What follows belongs to an exercise in optimizing a design on an open flow for small area, a short achievable clock period and few clock cycles; a production flow would make more cautious choices. No driver is modelled on the clock port, so clock power and skew are understated where the tree is cut down; a real chip needs a root buffer or a tree.

job 6906:
==> module axi_data_width_downsizer, before the edit <==
module axi_data_width_downsizer #(
	parameter			DATA_WIDTH_FROM	= 64,
	parameter			DATA_WIDTH_TO	= 8,
	parameter	byte	TID_WIDTH		= 1,
	parameter	byte	TDEST_WIDTH		= 1,
	parameter	byte	TUSER_WIDTH		= 1,
	parameter	bit		TID_EN			= 0,
	parameter	bit		TDEST_EN		= 0,
	parameter	bit		TUSER_EN		= 0
)(
	input logic aclk,
	input logic areset_n,
	output	logic								s_axis_tready,
	input	logic								s_axis_tvalid,
	input	logic [DATA_WIDTH_FROM - 1:0]		s_axis_tdata,
	input	logic [DATA_WIDTH_FROM / 8 - 1:0]	s_axis_tkeep,
	input	logic								s_axis_tlast,
	input	logic [TID_WIDTH - 1:0]				s_axis_tid,
	input	logic [TDEST_WIDTH - 1:0]			s_axis_tdest,
	input	logic [TUSER_WIDTH - 1:0]			s_axis_tuser,
	input	logic								m_axis_tready,
	output	logic								m_axis_tvalid,
	output	logic [DATA_WIDTH_TO - 1:0]			m_axis_tdata,
	output	logic [DATA_WIDTH_TO / 8 - 1:0]		m_axis_tkeep,
	output	logic								m_axis_tlast,
	output	logic [TID_WIDTH - 1:0]				m_axis_tid,
	output	logic [TDEST_WIDTH - 1:0]			m_axis_tdest,
	output	logic [TUSER_WIDTH - 1:0]			m_axis_tuser
);
localparam	COUNT	= DATA_WIDTH_FROM / DATA_WIDTH_TO;
localparam	KW		= DATA_WIDTH_TO / 8;
logic								b_valid;
logic [COUNT - 1:0]					b_sel;
logic								b_end;		 
logic								b_tlast;	 
logic [DATA_WIDTH_FROM - 1:0]		b_data;
logic [DATA_WIDTH_FROM / 8 - 1:0]	b_keep;
logic								b_last;
logic								s_ready_q;	 
logic [COUNT - 1:0]					b_pend;
logic [COUNT - 1:0]					b_npend;
logic [COUNT - 1:0]					b_pend_n;
logic								o_empty;	 
logic								o_valid_q;	 
logic [DATA_WIDTH_TO - 1:0]			o_data;
logic [KW - 1:0]					o_keep;
logic								o_last;
logic								o_load;
logic [COUNT - 1:0]					chunk_end;	 
logic [COUNT - 1:0]					chunk_last;	 
logic [COUNT - 1:0]					b_sel_up;	 
logic								s_end;		 
logic								s_end1;		 
logic								s_last1;	 
logic [DATA_WIDTH_TO - 1:0]			n_data;
logic [KW - 1:0]					n_keep;
logic								n_last;
logic								g_in;
logic [COUNT - 1:0]					g_sel;
logic								b_valid_n;
logic								o_valid_n;
logic [COUNT - 1:0]					b_sel_n;
logic								b_end_n;
logic								b_tlast_n;
assign s_axis_tready = s_ready_q;
assign m_axis_tvalid = o_valid_q;
assign m_axis_tdata  = o_data;
assign m_axis_tkeep  = o_keep;
assign m_axis_tlast  = o_last;
assign m_axis_tid    = '0;
assign m_axis_tdest  = '0;
assign m_axis_tuser  = '0;
assign o_load = o_empty || m_axis_tready;
always_comb begin
	for (int j = 0; j < COUNT - 1; j++) begin
		chunk_end[j]  = (b_keep[(j + 1) * KW +: KW] == '0);
		chunk_last[j] = chunk_end[j];
	end
	chunk_end[COUNT - 1]  = 1'b1;
	chunk_last[COUNT - 1] = b_last;
end
assign b_sel_up = b_sel << 1;
assign s_end   = (COUNT == 1) || (s_axis_tkeep[KW +: KW] == '0);
assign s_end1  = (COUNT <= 2) || (s_axis_tkeep[2 * KW +: KW] == '0);
assign s_last1 = (COUNT == 2) ? s_axis_tlast : s_end1;
assign g_in  = o_load && s_ready_q;
assign g_sel = o_load ? b_sel : '0;
always_comb begin
	n_data = {DATA_WIDTH_TO{g_in}} & s_axis_tdata[DATA_WIDTH_TO - 1:0];
	n_keep = {KW{g_in}} & s_axis_tkeep[KW - 1:0];
	n_last = (g_in & (COUNT == 1 ? s_axis_tlast : s_end)) | (o_load & b_valid & b_tlast);
	for (int j = 0; j < COUNT; j++) begin
		n_data = n_data | ({DATA_WIDTH_TO{g_sel[j]}} & b_data[j * DATA_WIDTH_TO +: DATA_WIDTH_TO]);
		n_keep = n_keep | ({KW{g_sel[j]}} & b_keep[j * KW +: KW]);
	end
end
always_comb begin
	b_end_n   = b_end;
	b_tlast_n = b_tlast;
	b_pend_n  = b_pend;
	if (b_valid) begin
		o_valid_n = 1'b1;
		if (o_load) begin
			b_valid_n = !b_end;
			b_sel_n   = b_end ? '0 : b_sel_up;
			b_pend_n  = b_end ? '0 : (b_pend & ~b_sel);
			b_end_n   = |(b_sel_up & chunk_end);
			b_tlast_n = |(b_sel_up & chunk_last);
		end else begin
			b_valid_n = 1'b1;
			b_sel_n   = b_sel;
		end
	end else begin
		o_valid_n = s_axis_tvalid;
		if (o_load) begin
			b_valid_n = s_axis_tvalid && !s_end;
			b_sel_n   = (s_axis_tvalid && !s_end) ? COUNT'(2) : '0;
			b_pend_n  = (s_axis_tvalid && !s_end) ? {{(COUNT - 1){1'b1}}, 1'b0} : '0;
			b_end_n   = s_end1;
			b_tlast_n = s_last1;
		end else begin
			b_valid_n = s_axis_tvalid;
			b_sel_n   = s_axis_tvalid ? COUNT'(1) : '0;
			b_pend_n  = {COUNT{s_axis_tvalid}};
			b_end_n   = s_end;
			b_tlast_n = (COUNT == 1) ? s_axis_tlast : s_end;
		end
	end
end
always_ff @(posedge aclk) begin
	if (!areset_n) begin
		b_valid   <= 1'b0;
		s_ready_q <= 1'b1;
		b_sel     <= '0;
		b_pend    <= '0;
		b_npend   <= '1;
		o_empty   <= 1'b1;
		o_valid_q <= 1'b0;
	end else begin
		b_valid   <= b_valid_n;
		s_ready_q <= !b_valid_n;
		b_sel     <= b_sel_n;
		b_pend    <= b_pend_n;
		b_npend   <= ~b_pend_n;
		if (o_load) begin
			o_empty   <= !o_valid_n;
			o_valid_q <= o_valid_n;
		end
	end
end
always_ff @(posedge aclk) begin
	b_end   <= b_end_n;
	b_tlast <= b_tlast_n;
end
always_ff @(posedge aclk) begin
	for (int j = 0; j < COUNT; j++) begin
		b_data[j * DATA_WIDTH_TO +: DATA_WIDTH_TO] <=
			({DATA_WIDTH_TO{b_npend[j]}} & s_axis_tdata[j * DATA_WIDTH_TO +: DATA_WIDTH_TO]) |
			({DATA_WIDTH_TO{b_pend[j]}} & b_data[j * DATA_WIDTH_TO +: DATA_WIDTH_TO]);
		b_keep[j * KW +: KW] <=
			({KW{b_npend[j]}} & s_axis_tkeep[j * KW +: KW]) |
			({KW{b_pend[j]}} & b_keep[j * KW +: KW]);
	end
	b_last <= (b_npend[COUNT - 1] & s_axis_tlast) | (b_pend[COUNT - 1] & b_last);
end
always_ff @(posedge aclk) begin
	o_data <= n_data | ({DATA_WIDTH_TO{!o_load}} & o_data);
	o_keep <= n_keep | ({KW{!o_load}} & o_keep);
	o_last <= n_last | (!o_load & o_last);
end
endmodule
export LEC_CHECK = 0
export CAP_MARGIN = 20
export CORE_MARGIN = 2
export CORE_UTILIZATION = 55
export CTS_CLUSTER_DIAMETER = 150
export CTS_CLUSTER_SIZE = 20
export SETUP_SLACK_MARGIN = 2.4
export SLEW_MARGIN = 20
create_clock -name core_clock -period 4.0 [get_ports {aclk}]
standard.sh (not shown) runs the stock make flow with config.mk's settings and CLKGATE_MAP_FILE= SYNTH_SCRIPT=/design/flow/synth_recipe.tcl, a recipe that flattens the netlist after the stock synthesis.
==> flow/flow/run.sh <==
#!/bin/bash
# Standard layout, with the port buffers made from the smallest plain buffer
# and the top of the clock tree rebuilt after CTS (flow/post_cts.tcl).
set -euo pipefail
export BUFFER_PORTS_ARGS="-buffer_cell sky130_fd_sc_hd__buf_1"
export POST_CTS_TCL="$PWD/flow/post_cts.tcl"
bash standard.sh > standard.log 2>&1
Other scripts of this flow, unchanged in this note and not shown: flow/flow/post_cts.tcl
> inputs changed (job 6906 -> job 769)
-- flow/design.v --
<<< job 6906, line 38
logic								b_last;
logic								s_ready_q;	 
logic [COUNT - 1:0]					b_pend;
logic [COUNT - 1:0]					b_npend;
logic [COUNT - 1:0]					b_pend_n;
logic								o_empty;	 
logic								o_valid_q;	 
>>> job 769, line 38
logic								b_last;
logic								s_ready_q;	 
logic								o_empty;	 
logic								o_valid_q;	 
<<< job 6906, line 98
	b_end_n   = b_end;
	b_tlast_n = b_tlast;
	b_pend_n  = b_pend;
	if (b_valid) begin
		o_valid_n = 1'b1;
>>> job 769, line 95
	b_end_n   = b_end;
	b_tlast_n = b_tlast;
	if (b_valid) begin
		o_valid_n = 1'b1;
<<< job 6906, line 104
			b_valid_n = !b_end;
			b_sel_n   = b_end ? '0 : b_sel_up;
			b_pend_n  = b_end ? '0 : (b_pend & ~b_sel);
			b_end_n   = |(b_sel_up & chunk_end);
			b_tlast_n = |(b_sel_up & chunk_last);
>>> job 769, line 100
			b_valid_n = !b_end;
			b_sel_n   = b_end ? '0 : b_sel_up;
			b_end_n   = |(b_sel_up & chunk_end);
			b_tlast_n = |(b_sel_up & chunk_last);
<<< job 6906, line 116
			b_valid_n = s_axis_tvalid && !s_end;
			b_sel_n   = (s_axis_tvalid && !s_end) ? COUNT'(2) : '0;
			b_pend_n  = (s_axis_tvalid && !s_end) ? {{(COUNT - 1){1'b1}}, 1'b0} : '0;
			b_end_n   = s_end1;
			b_tlast_n = s_last1;
>>> job 769, line 111
			b_valid_n = s_axis_tvalid && !s_end;
			b_sel_n   = (s_axis_tvalid && !s_end) ? COUNT'(2) : '0;
			b_end_n   = s_end1;
			b_tlast_n = s_last1;
<<< job 6906, line 122
			b_valid_n = s_axis_tvalid;
			b_sel_n   = s_axis_tvalid ? COUNT'(1) : '0;
			b_pend_n  = {COUNT{s_axis_tvalid}};
			b_end_n   = s_end;
			b_tlast_n = (COUNT == 1) ? s_axis_tlast : s_end;
>>> job 769, line 116
			b_valid_n = s_axis_tvalid;
			b_sel_n   = s_axis_tvalid ? COUNT'(1) : '0;
			b_end_n   = s_end;
			b_tlast_n = (COUNT == 1) ? s_axis_tlast : s_end;
<<< job 6906, line 133
		s_ready_q <= 1'b1;
		b_sel     <= '0;
		b_pend    <= '0;
		b_npend   <= '1;
		o_empty   <= 1'b1;
		o_valid_q <= 1'b0;
>>> job 769, line 126
		s_ready_q <= 1'b1;
		b_sel     <= '0;
		o_empty   <= 1'b1;
		o_valid_q <= 1'b0;
<<< job 6906, line 141
		s_ready_q <= !b_valid_n;
		b_sel     <= b_sel_n;
		b_pend    <= b_pend_n;
		b_npend   <= ~b_pend_n;
		if (o_load) begin
			o_empty   <= !o_valid_n;
>>> job 769, line 132
		s_ready_q <= !b_valid_n;
		b_sel     <= b_sel_n;
		if (o_load) begin
			o_empty   <= !o_valid_n;
<<< job 6906, line 154
end
always_ff @(posedge aclk) begin
	for (int j = 0; j < COUNT; j++) begin
		b_data[j * DATA_WIDTH_TO +: DATA_WIDTH_TO] <=
			({DATA_WIDTH_TO{b_npend[j]}} & s_axis_tdata[j * DATA_WIDTH_TO +: DATA_WIDTH_TO]) |
			({DATA_WIDTH_TO{b_pend[j]}} & b_data[j * DATA_WIDTH_TO +: DATA_WIDTH_TO]);
		b_keep[j * KW +: KW] <=
			({KW{b_npend[j]}} & s_axis_tkeep[j * KW +: KW]) |
			({KW{b_pend[j]}} & b_keep[j * KW +: KW]);
	end
	b_last <= (b_npend[COUNT - 1] & s_axis_tlast) | (b_pend[COUNT - 1] & b_last);
end
always_ff @(posedge aclk) begin
>>> job 769, line 143
end
always_ff @(posedge aclk) begin
	b_data <= ({DATA_WIDTH_FROM{s_ready_q}} & s_axis_tdata) | ({DATA_WIDTH_FROM{b_valid}} & b_data);
	b_keep <= ({DATA_WIDTH_FROM / 8{s_ready_q}} & s_axis_tkeep) | ({DATA_WIDTH_FROM / 8{b_valid}} & b_keep);
	b_last <= (s_ready_q & s_axis_tlast) | (b_valid & b_last);
end
always_ff @(posedge aclk) begin
Status: hold slack parity (job 769, job 6906)
Sequential share of layout area (lower): job 6906
Transition time of the tightest slew-check pin ended up 510 ps lower on job 769 than on job 6906.
Setup WNS job 6906 -> job 769: better
On post-route clock period utilization, the higher figure sits with job 6906, not job 769.
Side by side, instance area at placement turned out lower in job 769 than in job 6906.
Function was not checked in any run of this note: the RTL went through the layout flow alone.

==> afterwards: timing with drivers on the ports <==
How much do the figures lean on ideal ports? The routed layouts below were timed once more, with nothing changed but the port constraints. Step 1 (the two cells are an assumption about what drives the block):
set clk [get_ports {aclk}]
set_driving_cell -lib_cell sky130_fd_sc_hd__clkbuf_16 $clk
set_driving_cell -lib_cell sky130_fd_sc_hd__buf_2 [delete_from_list [all_inputs] $clk]
Step 2, shift: input delay + t, output delay - t, t = (earliest + latest rising clock arrival at the registers) / 2. This alone moves slack from input paths to output paths. Three values: ideal, step 1, step 2; two values: the first two.
run | shift t [ns] | setup slack, ns | latest minus earliest clock arrival (ns) | worst slew at a driven data input, ns | cell pins on the clock port's net
job 6906 | 0.419 | 2.167 / 2.225 / 1.805 | 0.031 / 0.031 | 0.09 | 4
job 769 | 0.410 | 2.366 / 2.310 / 2.013 | 0.051 / 0.052 | 0.11 | 4
After both steps setup and hold are still met in every run listed. The setup slack of job 6906, which loses most, moves by +0.058 ns with the drivers and by -0.362 ns with both steps.
